This design comes from an exercise in tuning for small area and a short achievable clock period on the open sky130 flow, not from production work. Function was not checked in any run shown here: the RTL went through the layout flow alone. No activity file was given, so power comes from the tool's default toggle rates.

--- flow/design.v ---
module processelement (
  input  wire [7:0]  a,
  input  wire [7:0]  b,
  input  wire        keep,
  input  wire        clr,
  input  wire        rq,
  input  wire        rn,
  input  wire [22:0] s,
  output wire [22:0] ns,
  output wire [15:0] o
);
  wire n1;
  g_nand2 u1 (.a(a[0]), .b(b[0]), .y(n1));
  wire n2;
  g_nand2 u2 (.a(a[0]), .b(b[1]), .y(n2));
  wire n3;
  g_nand2 u3 (.a(a[0]), .b(b[2]), .y(n3));
  wire n4;
  g_nand2 u4 (.a(a[0]), .b(b[3]), .y(n4));
  wire n5;
  g_nand2 u5 (.a(a[0]), .b(b[4]), .y(n5));
  wire n6;
  g_nand2 u6 (.a(a[0]), .b(b[5]), .y(n6));
  wire n7;
  g_nand2 u7 (.a(a[0]), .b(b[6]), .y(n7));
  wire n8;
  g_nand2 u8 (.a(a[0]), .b(b[7]), .y(n8));
  wire n9;
  g_nand2 u9 (.a(a[1]), .b(b[0]), .y(n9));
  wire n10;
  g_nand2 u10 (.a(a[1]), .b(b[1]), .y(n10));
  wire n11;
  g_nand2 u11 (.a(a[1]), .b(b[2]), .y(n11));
  wire n12;
  g_nand2 u12 (.a(a[1]), .b(b[3]), .y(n12));
  wire n13;
  g_nand2 u13 (.a(a[1]), .b(b[4]), .y(n13));
  wire n14;
  g_nand2 u14 (.a(a[1]), .b(b[5]), .y(n14));
  wire n15;
  g_nand2 u15 (.a(a[1]), .b(b[6]), .y(n15));
  wire n16;
  g_nand2 u16 (.a(a[1]), .b(b[7]), .y(n16));
  wire n17;
  g_nand2 u17 (.a(a[2]), .b(b[0]), .y(n17));
  wire n18;
  g_nand2 u18 (.a(a[2]), .b(b[1]), .y(n18));
  wire n19;
  g_nand2 u19 (.a(a[2]), .b(b[2]), .y(n19));
  wire n20;
  g_nand2 u20 (.a(a[2]), .b(b[3]), .y(n20));
  wire n21;
  g_nand2 u21 (.a(a[2]), .b(b[4]), .y(n21));
  wire n22;
  g_nand2 u22 (.a(a[2]), .b(b[5]), .y(n22));
  wire n23;
  g_nand2 u23 (.a(a[2]), .b(b[6]), .y(n23));
  wire n24;
  g_nand2 u24 (.a(a[2]), .b(b[7]), .y(n24));
  wire n25;
  g_nand2 u25 (.a(a[3]), .b(b[0]), .y(n25));
  wire n26;
  g_nand2 u26 (.a(a[3]), .b(b[1]), .y(n26));
  wire n27;
  g_nand2 u27 (.a(a[3]), .b(b[2]), .y(n27));
  wire n28;
  g_nand2 u28 (.a(a[3]), .b(b[3]), .y(n28));
  wire n29;
  g_nand2 u29 (.a(a[3]), .b(b[4]), .y(n29));
  wire n30;
  g_nand2 u30 (.a(a[3]), .b(b[5]), .y(n30));
  wire n31;
  g_nand2 u31 (.a(a[3]), .b(b[6]), .y(n31));
  wire n32;
  g_nand2 u32 (.a(a[3]), .b(b[7]), .y(n32));
  wire n33;
  g_nand2 u33 (.a(a[4]), .b(b[0]), .y(n33));
  wire n34;
  g_nand2 u34 (.a(a[4]), .b(b[1]), .y(n34));
  wire n35;
  g_nand2 u35 (.a(a[4]), .b(b[2]), .y(n35));
  wire n36;
  g_nand2 u36 (.a(a[4]), .b(b[3]), .y(n36));
  wire n37;
  g_nand2 u37 (.a(a[4]), .b(b[4]), .y(n37));
  wire n38;
  g_nand2 u38 (.a(a[4]), .b(b[5]), .y(n38));
  wire n39;
  g_nand2 u39 (.a(a[4]), .b(b[6]), .y(n39));
  wire n40;
  g_nand2 u40 (.a(a[4]), .b(b[7]), .y(n40));
  wire n41;
  g_nand2 u41 (.a(a[5]), .b(b[0]), .y(n41));
  wire n42;
  g_nand2 u42 (.a(a[5]), .b(b[1]), .y(n42));
  wire n43;
  g_nand2 u43 (.a(a[5]), .b(b[2]), .y(n43));
  wire n44;
  g_nand2 u44 (.a(a[5]), .b(b[3]), .y(n44));
  wire n45;
  g_nand2 u45 (.a(a[5]), .b(b[4]), .y(n45));
  wire n46;
  g_nand2 u46 (.a(a[5]), .b(b[5]), .y(n46));
  wire n47;
  g_nand2 u47 (.a(a[5]), .b(b[6]), .y(n47));
  wire n48;
  g_nand2 u48 (.a(a[5]), .b(b[7]), .y(n48));
  wire n49;
  g_nand2 u49 (.a(a[6]), .b(b[0]), .y(n49));
  wire n50;
  g_nand2 u50 (.a(a[6]), .b(b[1]), .y(n50));
  wire n51;
  g_nand2 u51 (.a(a[6]), .b(b[2]), .y(n51));
  wire n52;
  g_nand2 u52 (.a(a[6]), .b(b[3]), .y(n52));
  wire n53;
  g_nand2 u53 (.a(a[6]), .b(b[4]), .y(n53));
  wire n54;
  g_nand2 u54 (.a(a[6]), .b(b[5]), .y(n54));
  wire n55;
  g_nand2 u55 (.a(a[6]), .b(b[6]), .y(n55));
  wire n56;
  g_nand2 u56 (.a(a[6]), .b(b[7]), .y(n56));
  wire n57;
  g_nand2 u57 (.a(a[7]), .b(b[0]), .y(n57));
  wire n58;
  g_nand2 u58 (.a(a[7]), .b(b[1]), .y(n58));
  wire n59;
  g_nand2 u59 (.a(a[7]), .b(b[2]), .y(n59));
  wire n60;
  g_nand2 u60 (.a(a[7]), .b(b[3]), .y(n60));
  wire n61;
  g_nand2 u61 (.a(a[7]), .b(b[4]), .y(n61));
  wire n62;
  g_nand2 u62 (.a(a[7]), .b(b[5]), .y(n62));
  wire n63;
  g_nand2 u63 (.a(a[7]), .b(b[6]), .y(n63));
  wire n64;
  g_nand2 u64 (.a(a[7]), .b(b[7]), .y(n64));
  wire n65;
  g_xnor2 u65 (.a(fa5), .b(n6), .y(n65));
  wire n66;
  g_or2 u66 (.a(fa5), .b(n6), .y(n66));
  wire n67;
  wire n68;
  g_fa u68 (.a(fa6), .b(n7), .c(n14), .s(n67), .co(n68));
  wire n69;
  g_xnor2 u69 (.a(n21), .b(n28), .y(n69));
  wire n70;
  g_or2 u70 (.a(n21), .b(n28), .y(n70));
  wire n71;
  wire n72;
  g_fa u72 (.a(fa7), .b(n8), .c(n15), .s(n71), .co(n72));
  wire n73;
  wire n74;
  g_fa u74 (.a(n22), .b(n29), .c(n36), .s(n73), .co(n74));
  wire n75;
  g_xnor2 u75 (.a(n43), .b(n50), .y(n75));
  wire n76;
  g_or2 u76 (.a(n43), .b(n50), .y(n76));
  wire n77;
  wire n78;
  g_fa u78 (.a(fa8), .b(n16), .c(n23), .s(n77), .co(n78));
  wire n79;
  wire n80;
  g_fa u80 (.a(n30), .b(n37), .c(n44), .s(n79), .co(n80));
  wire n81;
  g_xnor2 u81 (.a(n51), .b(n58), .y(n81));
  wire n82;
  g_or2 u82 (.a(n51), .b(n58), .y(n82));
  wire n83;
  wire n84;
  g_fa u84 (.a(n24), .b(n31), .c(n38), .s(n83), .co(n84));
  wire n85;
  wire n86;
  g_fa u86 (.a(n45), .b(n52), .c(n59), .s(n85), .co(n86));
  wire n87;
  wire n88;
  g_fa u88 (.a(n32), .b(n39), .c(n46), .s(n87), .co(n88));
  wire n89;
  g_xnor2 u89 (.a(fa3), .b(n4), .y(n89));
  wire n90;
  g_or2 u90 (.a(fa3), .b(n4), .y(n90));
  wire n91;
  wire n92;
  g_fa u92 (.a(fa4), .b(n5), .c(n12), .s(n91), .co(n92));
  wire n93;
  g_xnor2 u93 (.a(n19), .b(n26), .y(n93));
  wire n94;
  g_or2 u94 (.a(n19), .b(n26), .y(n94));
  wire n95;
  wire n96;
  g_fa u96 (.a(n13), .b(n20), .c(n27), .s(n95), .co(n96));
  wire n97;
  wire n98;
  g_fa u98 (.a(n34), .b(n41), .c(n65), .s(n97), .co(n98));
  wire n99;
  wire n100;
  g_fa u100 (.a(n35), .b(n42), .c(n49), .s(n99), .co(n100));
  wire n101;
  wire n102;
  g_fa u102 (.a(n66), .b(n69), .c(n67), .s(n101), .co(n102));
  wire n103;
  wire n104;
  g_fa u104 (.a(n57), .b(n70), .c(n75), .s(n103), .co(n104));
  wire n105;
  wire n106;
  g_fa u106 (.a(n68), .b(n71), .c(n73), .s(n105), .co(n106));
  wire n107;
  wire n108;
  g_fa u108 (.a(n76), .b(n81), .c(n72), .s(n107), .co(n108));
  wire n109;
  wire n110;
  g_fa u110 (.a(n74), .b(n77), .c(n79), .s(n109), .co(n110));
  wire n111;
  wire n112;
  g_fa u112 (.a(n82), .b(fa9), .c(n78), .s(n111), .co(n112));
  wire n113;
  wire n114;
  g_fa u114 (.a(n80), .b(n83), .c(n85), .s(n113), .co(n114));
  wire n115;
  wire n116;
  g_fa u116 (.a(n53), .b(n60), .c(fa10), .s(n115), .co(n116));
  wire n117;
  wire n118;
  g_fa u118 (.a(n84), .b(n86), .c(n87), .s(n117), .co(n118));
  wire n119;
  wire n120;
  g_fa u120 (.a(n40), .b(n47), .c(n54), .s(n119), .co(n120));
  wire n121;
  wire n122;
  g_fa u122 (.a(n61), .b(fa11), .c(n88), .s(n121), .co(n122));
  wire n123;
  wire n124;
  g_fa u124 (.a(n48), .b(n55), .c(n62), .s(n123), .co(n124));
  wire n125;
  g_xnor2 u125 (.a(fa2), .b(n3), .y(n125));
  wire n126;
  g_or2 u126 (.a(fa2), .b(n3), .y(n126));
  wire n127;
  wire n128;
  g_fa u128 (.a(n11), .b(n18), .c(n25), .s(n127), .co(n128));
  wire n129;
  wire n130;
  g_fa u130 (.a(n33), .b(n90), .c(n93), .s(n129), .co(n130));
  wire n131;
  wire n132;
  g_fa u132 (.a(n94), .b(n92), .c(n95), .s(n131), .co(n132));
  wire n133;
  wire n134;
  g_fa u134 (.a(n96), .b(n99), .c(n98), .s(n133), .co(n134));
  wire n135;
  wire n136;
  g_fa u136 (.a(n100), .b(n103), .c(n102), .s(n135), .co(n136));
  wire n137;
  wire n138;
  g_fa u138 (.a(n104), .b(n106), .c(n107), .s(n137), .co(n138));
  wire n139;
  wire n140;
  g_fa u140 (.a(n108), .b(n110), .c(n111), .s(n139), .co(n140));
  wire n141;
  wire n142;
  g_fa u142 (.a(n112), .b(n115), .c(n114), .s(n141), .co(n142));
  wire n143;
  wire n144;
  g_fa u144 (.a(n119), .b(n116), .c(n118), .s(n143), .co(n144));
  wire n145;
  wire n146;
  g_fa u146 (.a(fa12), .b(n120), .c(n123), .s(n145), .co(n146));
  wire n147;
  wire n148;
  g_fa u148 (.a(n56), .b(n63), .c(fa13), .s(n147), .co(n148));
  wire n149;
  g_xnor2 u149 (.a(fa1), .b(n2), .y(n149));
  wire n150;
  g_or2 u150 (.a(fa1), .b(n2), .y(n150));
  wire n151;
  wire n152;
  g_fa u152 (.a(n10), .b(n17), .c(n125), .s(n151), .co(n152));
  wire n153;
  wire n154;
  g_fa u154 (.a(n126), .b(n89), .c(n127), .s(n153), .co(n154));
  wire n155;
  wire n156;
  g_fa u156 (.a(n128), .b(n91), .c(n129), .s(n155), .co(n156));
  wire n157;
  wire n158;
  g_fa u158 (.a(n130), .b(n97), .c(n131), .s(n157), .co(n158));
  wire n159;
  wire n160;
  g_fa u160 (.a(n132), .b(n101), .c(n133), .s(n159), .co(n160));
  wire n161;
  wire n162;
  g_fa u162 (.a(n105), .b(n134), .c(n135), .s(n161), .co(n162));
  wire n163;
  wire n164;
  g_fa u164 (.a(n109), .b(n136), .c(n137), .s(n163), .co(n164));
  wire n165;
  wire n166;
  g_fa u166 (.a(n113), .b(n138), .c(n139), .s(n165), .co(n166));
  wire n167;
  wire n168;
  g_fa u168 (.a(n117), .b(n140), .c(n141), .s(n167), .co(n168));
  wire n169;
  wire n170;
  g_fa u170 (.a(n121), .b(n142), .c(n143), .s(n169), .co(n170));
  wire n171;
  wire n172;
  g_fa u172 (.a(n122), .b(n145), .c(n144), .s(n171), .co(n172));
  wire n173;
  wire n174;
  g_fa u174 (.a(n124), .b(n147), .c(n146), .s(n173), .co(n174));
  wire n175;
  wire n176;
  g_fa u176 (.a(n64), .b(fa14), .c(n148), .s(n175), .co(n176));
  wire n177;
  g_xnor2 u177 (.a(fa0), .b(n1), .y(n177));
  wire n178;
  g_nor2 u178 (.a(fa0), .b(n1), .y(n178));
  wire n179;
  g_xor2 u179 (.a(n149), .b(n9), .y(n179));
  wire n180;
  g_nor2 u180 (.a(n149), .b(n9), .y(n180));
  wire n181;
  g_xnor2 u181 (.a(n179), .b(n178), .y(n181));
  wire n182;
  g_aoi21 u182 (.a1(n179), .a2(n178), .b1(n180), .y(n182));
  wire n183;
  g_xnor2 u183 (.a(n150), .b(n151), .y(n183));
  wire n184;
  g_or2 u184 (.a(n150), .b(n151), .y(n184));
  wire n185;
  g_xnor2 u185 (.a(n183), .b(n182), .y(n185));
  wire n186;
  g_oai21 u186 (.a1(n183), .a2(n182), .b1(n184), .y(n186));
  wire n187;
  g_xor2 u187 (.a(n152), .b(n153), .y(n187));
  wire n188;
  g_nor2 u188 (.a(n152), .b(n153), .y(n188));
  wire n189;
  g_xnor2 u189 (.a(n187), .b(n186), .y(n189));
  wire n190;
  g_aoi21 u190 (.a1(n187), .a2(n186), .b1(n188), .y(n190));
  wire n191;
  g_xnor2 u191 (.a(n154), .b(n155), .y(n191));
  wire n192;
  g_or2 u192 (.a(n154), .b(n155), .y(n192));
  wire n193;
  g_xnor2 u193 (.a(n191), .b(n190), .y(n193));
  wire n194;
  g_oai21 u194 (.a1(n191), .a2(n190), .b1(n192), .y(n194));
  wire n195;
  g_xor2 u195 (.a(n156), .b(n157), .y(n195));
  wire n196;
  g_nor2 u196 (.a(n156), .b(n157), .y(n196));
  wire n197;
  g_xnor2 u197 (.a(n195), .b(n194), .y(n197));
  wire n198;
  g_aoi21 u198 (.a1(n195), .a2(n194), .b1(n196), .y(n198));
  wire n199;
  g_xnor2 u199 (.a(n158), .b(n159), .y(n199));
  wire n200;
  g_or2 u200 (.a(n158), .b(n159), .y(n200));
  wire n201;
  g_xnor2 u201 (.a(n199), .b(n198), .y(n201));
  wire n202;
  g_oai21 u202 (.a1(n199), .a2(n198), .b1(n200), .y(n202));
  wire n203;
  g_xor2 u203 (.a(n160), .b(n161), .y(n203));
  wire n204;
  g_nor2 u204 (.a(n160), .b(n161), .y(n204));
  wire n205;
  g_xnor2 u205 (.a(n203), .b(n202), .y(n205));
  wire n206;
  g_aoi21 u206 (.a1(n203), .a2(n202), .b1(n204), .y(n206));
  wire n207;
  g_xnor2 u207 (.a(n162), .b(n163), .y(n207));
  wire n208;
  g_or2 u208 (.a(n162), .b(n163), .y(n208));
  wire n209;
  g_xnor2 u209 (.a(n207), .b(n206), .y(n209));
  wire n210;
  g_oai21 u210 (.a1(n207), .a2(n206), .b1(n208), .y(n210));
  wire n211;
  g_xor2 u211 (.a(n176), .b(fa15), .y(n211));
  wire n212;
  g_xor2 u212 (.a(s[10]), .b(s[11]), .y(n212));
  wire n213;
  g_nor2 u213 (.a(s[10]), .b(s[11]), .y(n213));
  wire n214;
  g_xor2 u214 (.a(s[12]), .b(s[13]), .y(n214));
  wire n215;
  g_nor2 u215 (.a(s[12]), .b(s[13]), .y(n215));
  wire n216;
  g_xor2 u216 (.a(s[14]), .b(s[15]), .y(n216));
  wire n217;
  g_nor2 u217 (.a(s[14]), .b(s[15]), .y(n217));
  wire n218;
  g_xor2 u218 (.a(s[16]), .b(s[17]), .y(n218));
  wire n219;
  g_nor2 u219 (.a(s[16]), .b(s[17]), .y(n219));
  wire n220;
  g_xor2 u220 (.a(s[18]), .b(s[19]), .y(n220));
  wire n221;
  g_nor2 u221 (.a(s[18]), .b(s[19]), .y(n221));
  wire n222;
  g_xor2 u222 (.a(s[20]), .b(s[21]), .y(n222));
  wire n223;
  g_nor2 u223 (.a(s[20]), .b(s[21]), .y(n223));
  wire n224;
  g_aoi21 u224 (.a1(n212), .a2(s[9]), .b1(n213), .y(n224));
  wire n225;
  g_aoi21 u225 (.a1(n216), .a2(n215), .b1(n217), .y(n225));
  wire n226;
  g_nand2 u226 (.a(n216), .b(n214), .y(n226));
  wire n227;
  g_aoi21 u227 (.a1(n220), .a2(n219), .b1(n221), .y(n227));
  wire n228;
  g_nand2 u228 (.a(n220), .b(n218), .y(n228));
  wire n229;
  g_nand2 u229 (.a(s[22]), .b(n223), .y(n229));
  wire n230;
  g_nand2 u230 (.a(s[22]), .b(n222), .y(n230));
  wire n231;
  g_inv u231 (.a(n224), .y(n231));
  wire n232;
  g_aoi21 u232 (.a1(n214), .a2(n231), .b1(n215), .y(n232));
  wire n233;
  g_oai21 u233 (.a1(n226), .a2(n224), .b1(n225), .y(n233));
  wire n234;
  g_inv u234 (.a(n227), .y(n234));
  wire n235;
  g_aoi21 u235 (.a1(n222), .a2(n234), .b1(n223), .y(n235));
  wire n236;
  g_inv u236 (.a(n228), .y(n236));
  wire n237;
  g_nand2 u237 (.a(n222), .b(n236), .y(n237));
  wire n238;
  g_oai21 u238 (.a1(n230), .a2(n227), .b1(n229), .y(n238));
  wire n239;
  g_nor2 u239 (.a(n230), .b(n228), .y(n239));
  wire n240;
  g_aoi21 u240 (.a1(n218), .a2(n233), .b1(n219), .y(n240));
  wire n241;
  g_inv u241 (.a(n233), .y(n241));
  wire n242;
  g_oai21 u242 (.a1(n228), .a2(n241), .b1(n227), .y(n242));
  wire n243;
  g_oai21 u243 (.a1(n237), .a2(n241), .b1(n235), .y(n243));
  wire n244;
  g_aoi21 u244 (.a1(n239), .a2(n233), .b1(n238), .y(n244));
  wire n245;
  g_xnor2 u245 (.a(n212), .b(s[9]), .y(n245));
  wire n246;
  g_xor2 u246 (.a(n214), .b(n224), .y(n246));
  wire n247;
  g_xor2 u247 (.a(n216), .b(n232), .y(n247));
  wire n248;
  g_xnor2 u248 (.a(n218), .b(n233), .y(n248));
  wire n249;
  g_xor2 u249 (.a(n220), .b(n240), .y(n249));
  wire n250;
  g_xnor2 u250 (.a(n222), .b(n242), .y(n250));
  wire n251;
  g_xnor2 u251 (.a(s[22]), .b(n243), .y(n251));
  wire fa0;
  g_nor2 u252 (.a(s[0]), .b(rq), .y(o[0]));
  g_nand2 u253 (.a(o[0]), .b(keep), .y(fa0));
  wire fa1;
  g_nor2 u254 (.a(s[1]), .b(rq), .y(o[1]));
  g_nand2 u255 (.a(o[1]), .b(keep), .y(fa1));
  wire fa2;
  g_nor2 u256 (.a(s[2]), .b(rq), .y(o[2]));
  g_nand2 u257 (.a(o[2]), .b(keep), .y(fa2));
  wire fa3;
  g_nor2 u258 (.a(s[3]), .b(rq), .y(o[3]));
  g_nand2 u259 (.a(o[3]), .b(keep), .y(fa3));
  wire fa4;
  g_nor2 u260 (.a(s[4]), .b(rq), .y(o[4]));
  g_nand2 u261 (.a(o[4]), .b(keep), .y(fa4));
  wire fa5;
  g_nor2 u262 (.a(s[5]), .b(rq), .y(o[5]));
  g_nand2 u263 (.a(o[5]), .b(keep), .y(fa5));
  wire fa6;
  g_nor2 u264 (.a(s[6]), .b(rq), .y(o[6]));
  g_nand2 u265 (.a(o[6]), .b(keep), .y(fa6));
  wire fa7;
  g_nor2 u266 (.a(s[7]), .b(rq), .y(o[7]));
  g_nand2 u267 (.a(o[7]), .b(keep), .y(fa7));
  wire fa8;
  g_nor2 u268 (.a(s[8]), .b(rq), .y(o[8]));
  g_nand2 u269 (.a(o[8]), .b(keep), .y(fa8));
  wire fa9;
  g_nor2 u270 (.a(n245), .b(rq), .y(o[9]));
  g_nand2 u271 (.a(o[9]), .b(keep), .y(fa9));
  wire fa10;
  g_nor2 u272 (.a(n246), .b(rq), .y(o[10]));
  g_nand2 u273 (.a(o[10]), .b(keep), .y(fa10));
  wire fa11;
  g_nor2 u274 (.a(n247), .b(rq), .y(o[11]));
  g_nand2 u275 (.a(o[11]), .b(keep), .y(fa11));
  wire fa12;
  g_nor2 u276 (.a(n248), .b(rq), .y(o[12]));
  g_nand2 u277 (.a(o[12]), .b(keep), .y(fa12));
  wire fa13;
  g_nor2 u278 (.a(n249), .b(rq), .y(o[13]));
  g_nand2 u279 (.a(o[13]), .b(keep), .y(fa13));
  wire fa14;
  g_nor2 u280 (.a(n250), .b(rq), .y(o[14]));
  g_nand2 u281 (.a(o[14]), .b(keep), .y(fa14));
  wire fa15;
  g_nor2 u282 (.a(n251), .b(rq), .y(o[15]));
  g_nand2 u283 (.a(o[15]), .b(keep), .y(fa15));
  assign ns[0] = n177;
  assign ns[1] = n181;
  assign ns[2] = n185;
  assign ns[3] = n189;
  assign ns[4] = n193;
  assign ns[5] = n197;
  assign ns[6] = n201;
  assign ns[7] = n205;
  assign ns[8] = n209;
  assign ns[9] = n210;
  assign ns[10] = n164;
  assign ns[11] = n165;
  assign ns[12] = n166;
  assign ns[13] = n167;
  assign ns[14] = n168;
  assign ns[15] = n169;
  assign ns[16] = n170;
  assign ns[17] = n171;
  assign ns[18] = n172;
  assign ns[19] = n173;
  assign ns[20] = n174;
  assign ns[21] = n175;
  assign ns[22] = n211;
endmodule
module g_aoi21 (input wire a1, a2, b1, output wire y);
  assign y = ~((a1 & a2) | b1);
endmodule
module g_fa (input wire a, b, c, output wire s, co);
  assign s = a ^ b ^ c;
  assign co = (a & b) | (a & c) | (b & c);
endmodule
module g_inv (input wire a, output wire y);
  assign y = ~a;
endmodule
module g_nand2 (input wire a, b, output wire y);
  assign y = ~(a & b);
endmodule
module g_nor2 (input wire a, b, output wire y);
  assign y = ~(a | b);
endmodule
module g_oai21 (input wire a1, a2, b1, output wire y);
  assign y = ~((a1 | a2) & b1);
endmodule
module g_or2 (input wire a, b, output wire y);
  assign y = a | b;
endmodule
module g_xnor2 (input wire a, b, output wire y);
  assign y = ~(a ^ b);
endmodule
module g_xor2 (input wire a, b, output wire y);
  assign y = a ^ b;
endmodule
module systolicCU
(
 input  wire clk, reset,
 input  wire [7:0] a1,
 output reg  clr1, clr2, clr4,
 output reg  keep1, keep2, keep4
);
  localparam s0 = 4'd0, s1 = 4'd1, s2 = 4'd2, s3 = 4'd3, s4 = 4'd4, s5 = 4'd5,
             s6 = 4'd6, s7 = 4'd7, s8 = 4'd8, s9 = 4'd9, s10 = 4'd10;
  reg [3:0] state_reg;
  reg [3:0] state_next;
  always @(*) begin
    case (state_reg)
      s0:      state_next = (a1 != 8'd0) ? s1 : s0;
      s10:     state_next = s3;
      default: state_next = (state_reg > s10) ? s0 : state_reg + 4'd1;
    endcase
  end
  always @(posedge clk) begin
    if (reset) state_reg <= s0;
    else       state_reg <= state_next;
    clr1  <= reset | (state_next == s8);
    clr2  <= reset | (state_next == s9);
    clr4  <= reset | (state_next == s10);
    keep1 <= ~(reset | (state_next == s8));
    keep2 <= ~(reset | (state_next == s9));
    keep4 <= ~(reset | (state_next == s10));
  end
endmodule
module systolictop
(
 input  wire clk, reset,
 input  wire [7:0] a1, a2, b1, b2,
 input  wire [2:0] i, j,
 output wire [15:0] c1, c2, c3, c4
);
  reg  [7:0]  a12, b13, a34, b24;
  reg         rst_q;       
  reg         rst_n;       
  reg  [22:0] s1, s2, s3, s4;
  wire [22:0] ns1, ns2, ns3, ns4;
  wire clr1, clr2, clr4, keep1, keep2, keep4;    
  systolicCU ctrl1 (.clk(clk), .reset(reset), .a1(a1), .clr1(clr1), .clr2(clr2), .clr4(clr4),
                    .keep1(keep1), .keep2(keep2), .keep4(keep4));
  always @(posedge clk) begin
    rst_q <= reset;
    rst_n <= ~reset;
    if (reset) begin
      a12 <= 8'd0; b13 <= 8'd0; a34 <= 8'd0; b24 <= 8'd0;
    end else begin
      a12 <= a1; b13 <= b1; a34 <= a2; b24 <= b2;
    end
  end
  processelement pe1 (.a(a1), .b(b1), .keep(keep1), .clr(clr1), .rq(rst_q), .rn(rst_n),
                      .s(s1), .ns(ns1), .o(c1));
  processelement pe2 (.a(a12), .b(b2), .keep(keep2), .clr(clr2), .rq(rst_q), .rn(rst_n),
                      .s(s2), .ns(ns2), .o(c2));
  processelement pe3 (.a(a2), .b(b13), .keep(keep2), .clr(clr2), .rq(rst_q), .rn(rst_n),
                      .s(s3), .ns(ns3), .o(c3));
  processelement pe4 (.a(a34), .b(b24), .keep(keep4), .clr(clr4), .rq(rst_q), .rn(rst_n),
                      .s(s4), .ns(ns4), .o(c4));
  always @(posedge clk) begin
    s1 <= ns1; s2 <= ns2; s3 <= ns3; s4 <= ns4;
  end
endmodule
--- flow/flow/run.sh ---
#!/bin/bash
# Layout flow: the standard flow (standard.sh: ORFS synthesis to the final layout) with
#  - the port buffers made of buf_2 instead of the cell buffer_ports picks by default,
#  - clock tree synthesis without dummy load cells,
#  - before floorplanning, combinational cells set to drive strength 1 (flow/downsize.tcl);
#    the flow's timing repair sizes up the ones that need it.
# ORFS writes each tool's log under orfs/logs; this script's own output goes to flow_run.log.
set -e
exec > flow_run.log 2>&1
export BUFFER_PORTS_ARGS="-buffer_cell sky130_fd_sc_hd__buf_2"
export CTS_ARGS="-sink_clustering_enable -repair_clock_nets -dont_use_dummy_load -buf_list {sky130_fd_sc_hd__clkbuf_4 sky130_fd_sc_hd__clkbuf_8}"
export PRE_FLOORPLAN_TCL="$(pwd)/flow/downsize.tcl"
bash standard.sh
--- flow/flow/downsize.tcl ---
# Before floorplanning: set the combinational cells that synthesis mapped at a drive strength
# above 1 back to strength 1. The timing repair steps of the flow size up the ones that need it.
set n 0
foreach inst [[ord::get_db_block] getInsts] {
  set m [[$inst getMaster] getName]
  if {[regexp {^sky130_fd_sc_hd__(a21oi|o21ai|nand2|nor2|xor2|xnor2|and2|or2|nor2b|nand3|inv|a21o|o21a|nand2b|and3|or3|nor3)_([2-9]|1[0-9])$} $m -> base sz]} {
    set target sky130_fd_sc_hd__${base}_1
    if {[get_lib_cells -quiet */$target] ne ""} {
      replace_cell [$inst getName] $target
      incr n
    }
  }
}
puts "downsize.tcl: $n cells set to drive strength 1"
--- flow/standard.sh ---
#!/bin/bash
# synth_recipe.tcl (not shown) runs the flow's synth.tcl, then flattens the netlist and writes it again
# the make line also repeats each setting of config.mk as NAME=value (left out here)
make -C /OpenROAD-flow-scripts/flow DESIGN_CONFIG=/design/flow/config.mk WORK_HOME=/design/flow/orfs CLKGATE_MAP_FILE= SYNTH_SCRIPT=/design/flow/synth_recipe.tcl "${@:-finish}"
--- flow/config.mk ---
export PLATFORM = sky130hd
export DESIGN_NAME = systolictop
export DESIGN_NICKNAME = systolictop
export VERILOG_FILES = /design/flow/design.v
export SDC_FILE = /design/flow/constraint.sdc
export NUM_CORES = 4
export LEC_CHECK = 0
export CAP_MARGIN = 20
export CORE_MARGIN = 2
export CORE_UTILIZATION = 60
export PLACE_DENSITY = 0.7
export SETUP_SLACK_MARGIN = 3.0
export SLEW_MARGIN = 20
export SYNTH_HIERARCHICAL = 1
export SYNTH_MINIMUM_KEEP_SIZE = 0
--- flow/constraint.sdc ---
create_clock -name core_clock -period 6.6 [get_ports {clk}]
set_input_delay 1.3200 -clock core_clock [delete_from_list [all_inputs] [get_ports {clk}]]
set_output_delay 1.3200 -clock core_clock [all_outputs]
set_load 0.01 [all_outputs]
==> run notes, run 1 <==
* Status: no timing/DRC/antenna violations
* R2r setup slk at 3130 ps
* Worst-Skew Late Latency at approximately 430 ps
* IO buf count at 97
* Fin util at between 60% and 70%
* CP Capture Type: flop
* GP Congestion at 0.841
* Fin Hold WS at 548 ps
* Crit path max fanout at 8
* Least-Margin Pin Slew at 679 ps
* Largest net degree at the start of global routing at 41
* Fin. Hold Viols at 0
* Starting Density at 61.0%
* Ports at 104
* CTS tree: done
* Max IR drop VDD at approximately 0.29 mV
* CTS Hold Bufs at 0
* DIE HEIGHT at 142 um
* Unrepaired setup endpoints after global routing: yes
* WP data required at 6920 ps
* Max Buffers Root-to-Sink at 2
* Grt total ovfl at 0
* Worst-path clk slew at 70 ps
* Wire per inst at 16.1 um
* Layout cells sized above 1 at between 10% and 20%
* Vias per inst at about 5.3
* Vias in the first global route at between 8k and 9k
* Crit path max-delay family: adder cells
* Design Area, Final at 12100 um^2
* Area grow syn2layout at 6.47%
* Final #Nets at 1480
* Area of the die at ~20000 um^2
* Rel. slew slack at between 50% and 60%
* Core Area at 18600 um^2
* Hpwl dp at 17600 um
* Die W at 142 um
* Final Setup Violations at 0
* Final setup TNS at 0 ps
* Fmax at 278 MHz
* CTS Buf Count at 17
* Cells after DPL at 1452
* Final Critical Period at 3600 ps
* DRT antenna net count at 0
* Site Rows at 50
* Vias at 7842
* N_diodes at 0
* Final worst path period share at between 50% and 60%
* Area after DPL at 11600 um^2
* First-pass GRT wire length at just under 40000 um
* Synthesis Warnings at 8
* Slack of the critical path at 3000 ps
* Worst EP arrival at approximately 4000 ps
* GRT Util Overall at 25.2%
* Residual DRC at 0
* Fill cells at 1555
* H-tree levels at 4
* Startpoint Class: input port
* Mapped Cells at ~1.2k
* Finished Layout Cells at 1477
* Lkg Pwr at 3.99 nW
* CTS Sinks at 132
* Max-Cap Viols at 0
* Number of detailed-route iterations in the first pass at 5
* Worst Hold Class: flop to flop
* Synth Cell Area at 11400 um^2
* Syn nets at 1450
* DR iter-0 viols at 526
* Cell Chain, Critical Path: buf_12, nand2_4, fa_1, fa_2, fa_1, fa_2, xor2_2, a21oi_2, xnor2_1
* Number of buffers and inverters on the critical path at 1
* Initial antenna violation count at 1
* Pwr/cell area at 277 nW/um^2
* Crit path largest cell delay at 590 ps
* CP max stage cell: fa_2
* Dpl ws at 2480 ps
* Root Driver: clkbuf_8
* Setup CP Type: input port to flop
* Synthesized area per cell at 9.36 um^2
* Slew Limit Fails at 0
* Setup Skew at 15.8 ps
* Routed wire length at 23800 um
* Total power at 3.35 mW
[worst min-delay path, cell delays in order (launching register included)]
cell,delay (ps)
dfxtp_1,310
nor2_1,50
nand2_1,90
xnor2_1,60
[cells in the final DEF (no fill, tap or decap), drive strengths merged]
master and count:
a2111oi 1, a21oi 45, a221oi 1, a2bb2oi 1, a32oi 1, a41oi 1
and2b 1, and3 1, buf 101, clkbuf 22, dfxtp 132, fa 192
ha 3, inv 21, nand2 332, nand2b 2, nor2 112, nor2b 33
nor4 3, o2111ai 1, o21a 1, o21ai 29, o21bai 1, o2bb2ai 1
o31a 1, or2 48, xnor2 100, xor2 56
[power breakdown]
group	leakage, nW	internal [mW]	switching, mW
combinational	2.76	0.775	0.933
sequential	1.10	1.01	0.131
clock	0.122	0.227	0.278
total	3.99	2.01	1.34
[what timing repair did]
item | 4_1_cts | 5_1_grt
endpoints found under the hold margin | 0 | 0
resized for setup | 6 | 69
endpoints found under the setup margin | 5 | 20
pin swaps | 0 | 23
buffers inserted | 1 | 7
[final timing paths]
| kind | start | cells past startpoint | end |
|---|---|---|---|
| hold reg to reg | s3[0] | 3 | s3[0] |
| setup / recovery | a1[1] | 9 | s1[8] |
| setup reg to reg | rst_q | 9 | s1[8] |
| hold / removal | s3[0] | 3 | s3[0] |
[layout make-up]
class	instances	area (um^2)	share of cell area, %
tap	234	293	2.42
multi-input combinational	967	8170	67.5
inverter	21	78.8	0.651
timing repair buffer	106	676	5.58
clock buffer	17	234	1.93
sequential	132	2650	21.9
[per-layer routing]
metal	vias to the layer above	GRT usage, %	routed length, um
met5	-	0	0
met1	3907	33.7	10300
met2	197	42.3	11900
met4	0	6.89	390
li1	3717	-	-
met3	21	5.26	1160
==> inputs of run 2 (changes only) <==
--- a/flow/design.v
+++ b/flow/design.v
@@ -161,12 +161,12 @@
   wire n77;
   wire n78;
-  g_fa u78 (.a(fa8), .b(n16), .c(n23), .s(n77), .co(n78));
+  g_fa u78 (.a(n16), .b(n23), .c(n30), .s(n77), .co(n78));
   wire n79;
   wire n80;
-  g_fa u80 (.a(n30), .b(n37), .c(n44), .s(n79), .co(n80));
+  g_fa u80 (.a(n37), .b(n44), .c(n51), .s(n79), .co(n80));
   wire n81;
-  g_xnor2 u81 (.a(n51), .b(n58), .y(n81));
+  g_xnor2 u81 (.a(n58), .b(fa8), .y(n81));
   wire n82;
-  g_or2 u82 (.a(n51), .b(n58), .y(n82));
+  g_or2 u82 (.a(n58), .b(fa8), .y(n82));
   wire n83;
   wire n84;
@@ -209,14 +209,14 @@
   wire n107;
   wire n108;
-  g_fa u108 (.a(n76), .b(n81), .c(n72), .s(n107), .co(n108));
+  g_fa u108 (.a(n76), .b(n72), .c(n74), .s(n107), .co(n108));
   wire n109;
   wire n110;
-  g_fa u110 (.a(n74), .b(n77), .c(n79), .s(n109), .co(n110));
+  g_fa u110 (.a(n77), .b(n79), .c(n81), .s(n109), .co(n110));
   wire n111;
   wire n112;
-  g_fa u112 (.a(n82), .b(fa9), .c(n78), .s(n111), .co(n112));
+  g_fa u112 (.a(fa9), .b(n78), .c(n80), .s(n111), .co(n112));
   wire n113;
   wire n114;
-  g_fa u114 (.a(n80), .b(n83), .c(n85), .s(n113), .co(n114));
+  g_fa u114 (.a(n83), .b(n85), .c(n82), .s(n113), .co(n114));
   wire n115;
   wire n116;
@@ -258,8 +258,8 @@
   wire n139;
   wire n140;
-  g_fa u140 (.a(n108), .b(n110), .c(n111), .s(n139), .co(n140));
+  g_fa u140 (.a(n108), .b(n111), .c(n110), .s(n139), .co(n140));
   wire n141;
   wire n142;
-  g_fa u142 (.a(n112), .b(n115), .c(n114), .s(n141), .co(n142));
+  g_fa u142 (.a(n112), .b(n115), .c(n117), .s(n141), .co(n142));
   wire n143;
   wire n144;
@@ -301,5 +301,5 @@
   wire n167;
   wire n168;
-  g_fa u168 (.a(n117), .b(n140), .c(n141), .s(n167), .co(n168));
+  g_fa u168 (.a(n114), .b(n140), .c(n141), .s(n167), .co(n168));
   wire n169;
   wire n170;
@@ -375,55 +375,55 @@
   g_aoi21 u206 (.a1(n203), .a2(n202), .b1(n204), .y(n206));
   wire n207;
-  g_xnor2 u207 (.a(n162), .b(n163), .y(n207));
+  g_xor2 u207 (.a(n174), .b(n175), .y(n207));
   wire n208;
-  g_or2 u208 (.a(n162), .b(n163), .y(n208));
+  g_nor2 u208 (.a(n174), .b(n175), .y(n208));
   wire n209;
-  g_xnor2 u209 (.a(n207), .b(n206), .y(n209));
+  g_xor2 u209 (.a(n176), .b(fa15), .y(n209));
   wire n210;
-  g_oai21 u210 (.a1(n207), .a2(n206), .b1(n208), .y(n210));
+  g_xor2 u210 (.a(n209), .b(n208), .y(n210));
   wire n211;
-  g_xor2 u211 (.a(n176), .b(fa15), .y(n211));
+  g_xor2 u211 (.a(s[9]), .b(s[10]), .y(n211));
   wire n212;
-  g_xor2 u212 (.a(s[10]), .b(s[11]), .y(n212));
+  g_nor2 u212 (.a(s[9]), .b(s[10]), .y(n212));
   wire n213;
-  g_nor2 u213 (.a(s[10]), .b(s[11]), .y(n213));
+  g_xor2 u213 (.a(s[11]), .b(s[12]), .y(n213));
   wire n214;
-  g_xor2 u214 (.a(s[12]), .b(s[13]), .y(n214));
+  g_nor2 u214 (.a(s[11]), .b(s[12]), .y(n214));
   wire n215;
-  g_nor2 u215 (.a(s[12]), .b(s[13]), .y(n215));
+  g_xor2 u215 (.a(s[13]), .b(s[14]), .y(n215));
   wire n216;
-  g_xor2 u216 (.a(s[14]), .b(s[15]), .y(n216));
+  g_nor2 u216 (.a(s[13]), .b(s[14]), .y(n216));
   wire n217;
-  g_nor2 u217 (.a(s[14]), .b(s[15]), .y(n217));
+  g_xor2 u217 (.a(s[15]), .b(s[16]), .y(n217));
   wire n218;
-  g_xor2 u218 (.a(s[16]), .b(s[17]), .y(n218));
+  g_nor2 u218 (.a(s[15]), .b(s[16]), .y(n218));
   wire n219;
-  g_nor2 u219 (.a(s[16]), .b(s[17]), .y(n219));
+  g_xor2 u219 (.a(s[17]), .b(s[18]), .y(n219));
   wire n220;
-  g_xor2 u220 (.a(s[18]), .b(s[19]), .y(n220));
+  g_nor2 u220 (.a(s[17]), .b(s[18]), .y(n220));
   wire n221;
-  g_nor2 u221 (.a(s[18]), .b(s[19]), .y(n221));
+  g_xor2 u221 (.a(s[19]), .b(s[20]), .y(n221));
   wire n222;
-  g_xor2 u222 (.a(s[20]), .b(s[21]), .y(n222));
+  g_nor2 u222 (.a(s[19]), .b(s[20]), .y(n222));
   wire n223;
-  g_nor2 u223 (.a(s[20]), .b(s[21]), .y(n223));
+  g_inv u223 (.a(s[8]), .y(n223));
   wire n224;
-  g_aoi21 u224 (.a1(n212), .a2(s[9]), .b1(n213), .y(n224));
+  g_aoi21 u224 (.a1(n211), .a2(n223), .b1(n212), .y(n224));
   wire n225;
-  g_aoi21 u225 (.a1(n216), .a2(n215), .b1(n217), .y(n225));
+  g_aoi21 u225 (.a1(n215), .a2(n214), .b1(n216), .y(n225));
   wire n226;
-  g_nand2 u226 (.a(n216), .b(n214), .y(n226));
+  g_nand2 u226 (.a(n215), .b(n213), .y(n226));
   wire n227;
-  g_aoi21 u227 (.a1(n220), .a2(n219), .b1(n221), .y(n227));
+  g_aoi21 u227 (.a1(n219), .a2(n218), .b1(n220), .y(n227));
   wire n228;
-  g_nand2 u228 (.a(n220), .b(n218), .y(n228));
+  g_nand2 u228 (.a(n219), .b(n217), .y(n228));
   wire n229;
-  g_nand2 u229 (.a(s[22]), .b(n223), .y(n229));
+  g_nand2 u229 (.a(s[21]), .b(n222), .y(n229));
   wire n230;
-  g_nand2 u230 (.a(s[22]), .b(n222), .y(n230));
+  g_nand2 u230 (.a(s[21]), .b(n221), .y(n230));
   wire n231;
   g_inv u231 (.a(n224), .y(n231));
   wire n232;
-  g_aoi21 u232 (.a1(n214), .a2(n231), .b1(n215), .y(n232));
+  g_aoi21 u232 (.a1(n213), .a2(n231), .b1(n214), .y(n232));
   wire n233;
   g_oai21 u233 (.a1(n226), .a2(n224), .b1(n225), .y(n233));
@@ -431,9 +431,9 @@
   g_inv u234 (.a(n227), .y(n234));
   wire n235;
-  g_aoi21 u235 (.a1(n222), .a2(n234), .b1(n223), .y(n235));
+  g_aoi21 u235 (.a1(n221), .a2(n234), .b1(n222), .y(n235));
   wire n236;
   g_inv u236 (.a(n228), .y(n236));
   wire n237;
-  g_nand2 u237 (.a(n222), .b(n236), .y(n237));
+  g_nand2 u237 (.a(n221), .b(n236), .y(n237));
   wire n238;
   g_oai21 u238 (.a1(n230), .a2(n227), .b1(n229), .y(n238));
@@ -441,5 +441,5 @@
   g_nor2 u239 (.a(n230), .b(n228), .y(n239));
   wire n240;
-  g_aoi21 u240 (.a1(n218), .a2(n233), .b1(n219), .y(n240));
+  g_aoi21 u240 (.a1(n217), .a2(n233), .b1(n218), .y(n240));
   wire n241;
   g_inv u241 (.a(n233), .y(n241));
@@ -451,65 +451,71 @@
   g_aoi21 u244 (.a1(n239), .a2(n233), .b1(n238), .y(n244));
   wire n245;
-  g_xnor2 u245 (.a(n212), .b(s[9]), .y(n245));
+  g_inv u245 (.a(s[22]), .y(n245));
   wire n246;
-  g_xor2 u246 (.a(n214), .b(n224), .y(n246));
+  g_nor2 u246 (.a(n245), .b(n244), .y(n246));
   wire n247;
-  g_xor2 u247 (.a(n216), .b(n232), .y(n247));
+  g_xor2 u247 (.a(n211), .b(s[8]), .y(n247));
   wire n248;
-  g_xnor2 u248 (.a(n218), .b(n233), .y(n248));
+  g_xor2 u248 (.a(n213), .b(n224), .y(n248));
   wire n249;
-  g_xor2 u249 (.a(n220), .b(n240), .y(n249));
+  g_xor2 u249 (.a(n215), .b(n232), .y(n249));
   wire n250;
-  g_xnor2 u250 (.a(n222), .b(n242), .y(n250));
+  g_xnor2 u250 (.a(n217), .b(n233), .y(n250));
   wire n251;
-  g_xnor2 u251 (.a(s[22]), .b(n243), .y(n251));
+  g_xor2 u251 (.a(n219), .b(n240), .y(n251));
+  wire n252;
+  g_xnor2 u252 (.a(n221), .b(n242), .y(n252));
+  wire n253;
+  g_xnor2 u253 (.a(s[21]), .b(n243), .y(n253));
+  wire n254;
+  g_xor2 u254 (.a(s[22]), .b(n244), .y(n254));
   wire fa0;
-  g_nor2 u252 (.a(s[0]), .b(rq), .y(o[0]));
-  g_nand2 u253 (.a(o[0]), .b(keep), .y(fa0));
+  g_nor2 u255 (.a(s[0]), .b(rq), .y(o[0]));
+  g_nand2 u256 (.a(o[0]), .b(keep), .y(fa0));
   wire fa1;
-  g_nor2 u254 (.a(s[1]), .b(rq), .y(o[1]));
-  g_nand2 u255 (.a(o[1]), .b(keep), .y(fa1));
+  g_nor2 u257 (.a(s[1]), .b(rq), .y(o[1]));
+  g_nand2 u258 (.a(o[1]), .b(keep), .y(fa1));
   wire fa2;
-  g_nor2 u256 (.a(s[2]), .b(rq), .y(o[2]));
-  g_nand2 u257 (.a(o[2]), .b(keep), .y(fa2));
+  g_nor2 u259 (.a(s[2]), .b(rq), .y(o[2]));
+  g_nand2 u260 (.a(o[2]), .b(keep), .y(fa2));
   wire fa3;
-  g_nor2 u258 (.a(s[3]), .b(rq), .y(o[3]));
-  g_nand2 u259 (.a(o[3]), .b(keep), .y(fa3));
+  g_nor2 u261 (.a(s[3]), .b(rq), .y(o[3]));
+  g_nand2 u262 (.a(o[3]), .b(keep), .y(fa3));
   wire fa4;
-  g_nor2 u260 (.a(s[4]), .b(rq), .y(o[4]));
-  g_nand2 u261 (.a(o[4]), .b(keep), .y(fa4));
+  g_nor2 u263 (.a(s[4]), .b(rq), .y(o[4]));
+  g_nand2 u264 (.a(o[4]), .b(keep), .y(fa4));
   wire fa5;
-  g_nor2 u262 (.a(s[5]), .b(rq), .y(o[5]));
-  g_nand2 u263 (.a(o[5]), .b(keep), .y(fa5));
+  g_nor2 u265 (.a(s[5]), .b(rq), .y(o[5]));
+  g_nand2 u266 (.a(o[5]), .b(keep), .y(fa5));
   wire fa6;
-  g_nor2 u264 (.a(s[6]), .b(rq), .y(o[6]));
-  g_nand2 u265 (.a(o[6]), .b(keep), .y(fa6));
+  g_nor2 u267 (.a(s[6]), .b(rq), .y(o[6]));
+  g_nand2 u268 (.a(o[6]), .b(keep), .y(fa6));
   wire fa7;
-  g_nor2 u266 (.a(s[7]), .b(rq), .y(o[7]));
-  g_nand2 u267 (.a(o[7]), .b(keep), .y(fa7));
+  g_nor2 u269 (.a(s[7]), .b(rq), .y(o[7]));
+  g_nand2 u270 (.a(o[7]), .b(keep), .y(fa7));
   wire fa8;
-  g_nor2 u268 (.a(s[8]), .b(rq), .y(o[8]));
-  g_nand2 u269 (.a(o[8]), .b(keep), .y(fa8));
+  g_nor2 u271 (.a(n247), .b(rq), .y(o[8]));
+  g_nand2 u272 (.a(o[8]), .b(keep), .y(fa8));
   wire fa9;
-  g_nor2 u270 (.a(n245), .b(rq), .y(o[9]));
-  g_nand2 u271 (.a(o[9]), .b(keep), .y(fa9));
+  g_nor2 u273 (.a(n248), .b(rq), .y(o[9]));
+  g_nand2 u274 (.a(o[9]), .b(keep), .y(fa9));
   wire fa10;
-  g_nor2 u272 (.a(n246), .b(rq), .y(o[10]));
-  g_nand2 u273 (.a(o[10]), .b(keep), .y(fa10));
+  g_nor2 u275 (.a(n249), .b(rq), .y(o[10]));
+  g_nand2 u276 (.a(o[10]), .b(keep), .y(fa10));
   wire fa11;
-  g_nor2 u274 (.a(n247), .b(rq), .y(o[11]));
-  g_nand2 u275 (.a(o[11]), .b(keep), .y(fa11));
+  g_nor2 u277 (.a(n250), .b(rq), .y(o[11]));
+  g_nand2 u278 (.a(o[11]), .b(keep), .y(fa11));
   wire fa12;
-  g_nor2 u276 (.a(n248), .b(rq), .y(o[12]));
-  g_nand2 u277 (.a(o[12]), .b(keep), .y(fa12));
+  g_nor2 u279 (.a(n251), .b(rq), .y(o[12]));
+  g_nand2 u280 (.a(o[12]), .b(keep), .y(fa12));
   wire fa13;
-  g_nor2 u278 (.a(n249), .b(rq), .y(o[13]));
-  g_nand2 u279 (.a(o[13]), .b(keep), .y(fa13));
+  g_nor2 u281 (.a(n252), .b(rq), .y(o[13]));
+  g_nand2 u282 (.a(o[13]), .b(keep), .y(fa13));
   wire fa14;
-  g_nor2 u280 (.a(n250), .b(rq), .y(o[14]));
-  g_nand2 u281 (.a(o[14]), .b(keep), .y(fa14));
+  g_nor2 u283 (.a(n253), .b(rq), .y(o[14]));
+  g_nand2 u284 (.a(o[14]), .b(keep), .y(fa14));
   wire fa15;
-  g_nor2 u282 (.a(n251), .b(rq), .y(o[15]));
-  g_nand2 u283 (.a(o[15]), .b(keep), .y(fa15));
+  g_nor2 u285 (.a(n254), .b(rq), .y(o[15]));
+  g_nand2 u286 (.a(o[15]), .b(keep), .y(fa15));
   assign ns[0] = n177;
   assign ns[1] = n181;
@@ -520,19 +526,19 @@
   assign ns[6] = n201;
   assign ns[7] = n205;
-  assign ns[8] = n209;
-  assign ns[9] = n210;
-  assign ns[10] = n164;
-  assign ns[11] = n165;
-  assign ns[12] = n166;
-  assign ns[13] = n167;
-  assign ns[14] = n168;
-  assign ns[15] = n169;
-  assign ns[16] = n170;
-  assign ns[17] = n171;
-  assign ns[18] = n172;
-  assign ns[19] = n173;
-  assign ns[20] = n174;
-  assign ns[21] = n175;
-  assign ns[22] = n211;
+  assign ns[8] = n206;
+  assign ns[9] = n162;
+  assign ns[10] = n163;
+  assign ns[11] = n164;
+  assign ns[12] = n165;
+  assign ns[13] = n166;
+  assign ns[14] = n167;
+  assign ns[15] = n168;
+  assign ns[16] = n169;
+  assign ns[17] = n170;
+  assign ns[18] = n171;
+  assign ns[19] = n172;
+  assign ns[20] = n173;
+  assign ns[21] = n207;
+  assign ns[22] = n210;
 endmodule
 module g_aoi21 (input wire a1, a2, b1, output wire y);
==> flow/flow/run.sh (replaced) <==
#!/bin/bash
# Layout flow: the standard flow (standard.sh: ORFS synthesis to the final layout) with
#  - the port buffers made of buf_1 instead of the cell buffer_ports picks by default,
#  - clock tree synthesis without dummy load cells,
#  - before floorplanning, combinational cells set to drive strength 1 (flow/downsize.tcl);
#    the flow's timing repair sizes up the ones that need it.
# ORFS writes each tool's log under orfs/logs; this script's own output goes to flow_run.log.
set -e
exec > flow_run.log 2>&1
export BUFFER_PORTS_ARGS="-buffer_cell sky130_fd_sc_hd__buf_1"
export CTS_ARGS="-sink_clustering_enable -repair_clock_nets -dont_use_dummy_load -buf_list {sky130_fd_sc_hd__clkbuf_4 sky130_fd_sc_hd__clkbuf_8}"
export PRE_FLOORPLAN_TCL="$(pwd)/flow/downsize.tcl"
bash standard.sh
--- a/flow/config.mk
+++ b/flow/config.mk
@@ -10,5 +10,5 @@
 export CORE_UTILIZATION = 60
 export PLACE_DENSITY = 0.7
-export SETUP_SLACK_MARGIN = 3.0
+export SETUP_SLACK_MARGIN = 3.1
 export SLEW_MARGIN = 20
 export SYNTH_HIERARCHICAL = 1
==> run 2 against run 1 <==
Synthesized cell count increased by 2.0%; flip-flop and latch count is the same; first-iteration DRC count shrank 22%; power is 1.6% higher.
==> run notes, run 2 <==
* Status: no timing/DRC/antenna violations
* Vias in the first global route at roughly 8.5k
* Clock network power share at 14.7%
* Most frequent cells in the layout: nand2_1 (337), fa_1 (189), dfxtp_1 (127)
* Core Area at 18700 um^2
* Slew Limit Fails at 0
* GP Congestion at 0.829
* Final worst path period share at 52.5%
* Worst EP arrival at 3800 ps
* Int Power at approximately 2 mW
* Met1 Usage GRT at about a third
* Final setup TNS at 0 ps
* Vias per inst at 5.36
* Cell Chain, Critical Path: buf_2, nand2_4, fa_1, fa_2, fa_1, fa_1, xor2_2, xnor2_1
* Register-to-Register Path Depth at 9
* Final Critical Period at 3470 ps
* Least-Margin Pin Slew at 785 ps
* CTS Buf Count at 17
* Wire per inst at 15.8 um
* GRT Util Overall at between 20% and 30%
* Fin. Hold Viols at 0
* Crit path max fanout at 9
* DIE HEIGHT at roughly 140 um
* Syn nets at 1474
* Critical Path Stages at 8
* CP Capture Type: flop
* Setup Skew at 25.7 ps
* CTS Sinks at approximately 130
* Residual DRC at 0
* Final #Nets at 1508
* DR iter-0 viols at 409
* Initial antenna violation count at 1
* Fin util at 64.6%
* Fmax at 288 MHz
* Gate power share at 51.1%
* Hpwl dp at between 15000 and 20000 um
* Routed wire length at 23800 um
* CP max stage cell: fa_1
* Lkg Pwr at 3.81 nW
* CTS Hold Bufs at 0
* Crit path largest cell delay at 510 ps
* Unrepaired setup endpoints after global routing: no
* Worst-Skew Late Latency at 460 ps
* Pwr/cell area at approximately 280 nW/um^2
* IO buf count at 97
* Most used routing layer: met2
* Area of the die at around 20000 um^2
* Number of buffers and inverters on the critical path at 1
* Cell mode on critical path: fa_1
* N_diodes at 0
* Area grow syn2layout at 5.36%
* Layout cells sized above 1 at 9.05%
* Final Setup Violations at 0
* Worst Hold Class: flop to flop
* Hold Crit Start: s3[0]
* Max Buffers Root-to-Sink at 2
* Worst-path clk slew at 70 ps
* Site Rows at 50
* CTS tree: done
* Setup CP Type: input port to flop
* DRT antenna net count at 0
* Commonest non-fill, non-tap cell in the layout: nand2_1
* Die W at 142 um
* Largest net degree at the start of global routing at 45
* Crit path max-delay family: adder cells
* Vias at 8060
* Synth Cell Area at 11500 um^2
* Mapped Cells at 1239
* WP data required at between 6000 and 7000 ps
* H-tree levels at 4
* Synthesized area per cell at about 9 um^2
* Number of detailed-route iterations in the first pass at 5
* Reg2reg end: s1[7]
* Starting Density at 61.3%
* Crit path capture: s3[7]
* Met2 Resource Use GR at around 43%
* Ports at 104
* Startpoint Class: input port
* Sequential share of power at 34.3%
* Max-Cap Viols at 0
* Rel. slew slack at 47.6%
* R2r setup slk at between 3000 and 4000 ps
* Grt total ovfl at 0
* Worst setup path start: a2[0]
* Root Driver: clkbuf_8
* Switching share of power at 41.6%
* Sw Pwr at 1.42 mW
* Max IR drop VDD at 0.243 mV
* M3 GR Usage at 4.58%
* Synthesis Warnings at 8
* First-pass GRT wire length at between 30000 and 40000 um
* FF-to-FF Start: rst_q
[run 2: changes by cell type in the layout (fill, tap and decap cells not counted), moves of 6 or more]
| cell | delta |
|---|---|
| nor2_1 | +8 |
| buf_1 | +61 |
| buf_2 | -57 |
| clkbuf_2 | +12 |
| xor2_2 | +10 |
| nand2_1 | +11 |
| xor2_1 | +6 |
| fa_1 | +7 |
| xnor2_1 | -6 |
| xnor2_2 | -6 |
| fa_2 | -7 |
[run 2: worst min-delay path by stage]
stage / end / slack (ps) / cells past startpoint
after floorplan: ctrl1.state_reg[2] / 570 / 3
after global placement: s1[0] / 530 / 3
after detailed placement: s3[0] / 540 / 3
after CTS: s3[0] / 550 / 3
after global routing: s3[0] / 620 / 3
final: s3[0] / 550 / 3
[run 2: area by class of cell]
cell class              instances  area [um^2]
flip-flops and latches        132         2650
well taps                     234          293
repair buffers                110          519
multi-input cells             987         8300
clock buffers                  17          234
inverters                      25         93.8
fillers                      1599         6620
[run 2: repair_timing]
action,in CTS,in global routing
setup endpoints to repair,23,28
pin swaps,2,13
resized for setup,32,47
setup buffers,0,11
endpoints found under the hold margin,0,0
[run 2: worst register-to-register path: stages (launching register included)]
cell,delay (ps)
dfxtp_4,420
buf_8,240
nor2_1,220
nand2_1,110
fa_1,560
fa_2,360
fa_1,500
fa_1,470
xor2_2,210
xnor2_1,120
[run 2: stage by stage]
stage	worst slack [ps]	instances	power, mW	cell area [um^2]	hold slack [ps]
after floorplan	2950	1239	2.72	11500	570
after global placement	2470	1477	2.69	11500	532
after detailed placement	2420	1477	2.75	11500	538
after CTS	3100	1494	3.29	11800	550
after global routing	3070	1505	3.71	12100	616
final	3130	1505	3.41	12100	545
[run 2: metal layers]
layer / vias to the layer above / part of all wire, %
met4: 2 / 1.1
met2: 218 / 50
met5: - / 0.055
met3: 25 / 5.3
li1: 3792 / -
met1: 4023 / 43
[run 2: power groups by stage]
stage | sequential [mW] | clock (mW) | combinational (mW)
finish | 1.17 | 0.499 | 1.74
global route | 1.19 | 0.551 | 1.96
CTS | 1.15 | 0.519 | 1.62
detailed placement | 1.16 | 0 | 1.59
global placement | 1.15 | 0 | 1.54
floorplan | 1.13 | 0 | 1.59

[what the ideal ports hide]
How much do the figures lean on ideal ports? The routed layouts below were timed once more, with nothing changed but the port constraints. Step 1, drivers: a clkbuf_16 drives clk and a buf_2 each remaining input, both assumed. Step 2 adds t to the input delays and takes it off the output delays; t is the mean of the earliest and latest rising clock arrival at the registers after step 1. Input paths then give back, and output paths get back, about the clock's delay inside the block. Slacks: no drivers / after step 1 / after step 2; pairs: no drivers / after step 1.
| run | shift t [ns] | setup slack, ns | latest minus earliest clock arrival (ns) | slew at the worst register clock pin (ns) |
|---|---|---|---|---|
| run 1 | 0.468 | 3.005 / 2.983 / 2.515 | 0.016 / 0.016 | 0.08 / 0.08 |
| run 2 | 0.486 | 3.133 / 3.152 / 2.666 | 0.026 / 0.026 | 0.08 / 0.08 |
After both steps every run listed still meets setup and hold. For run 1, which loses most, drivers alone change the setup slack by -0.022 ns; drivers and shift together by -0.490 ns.
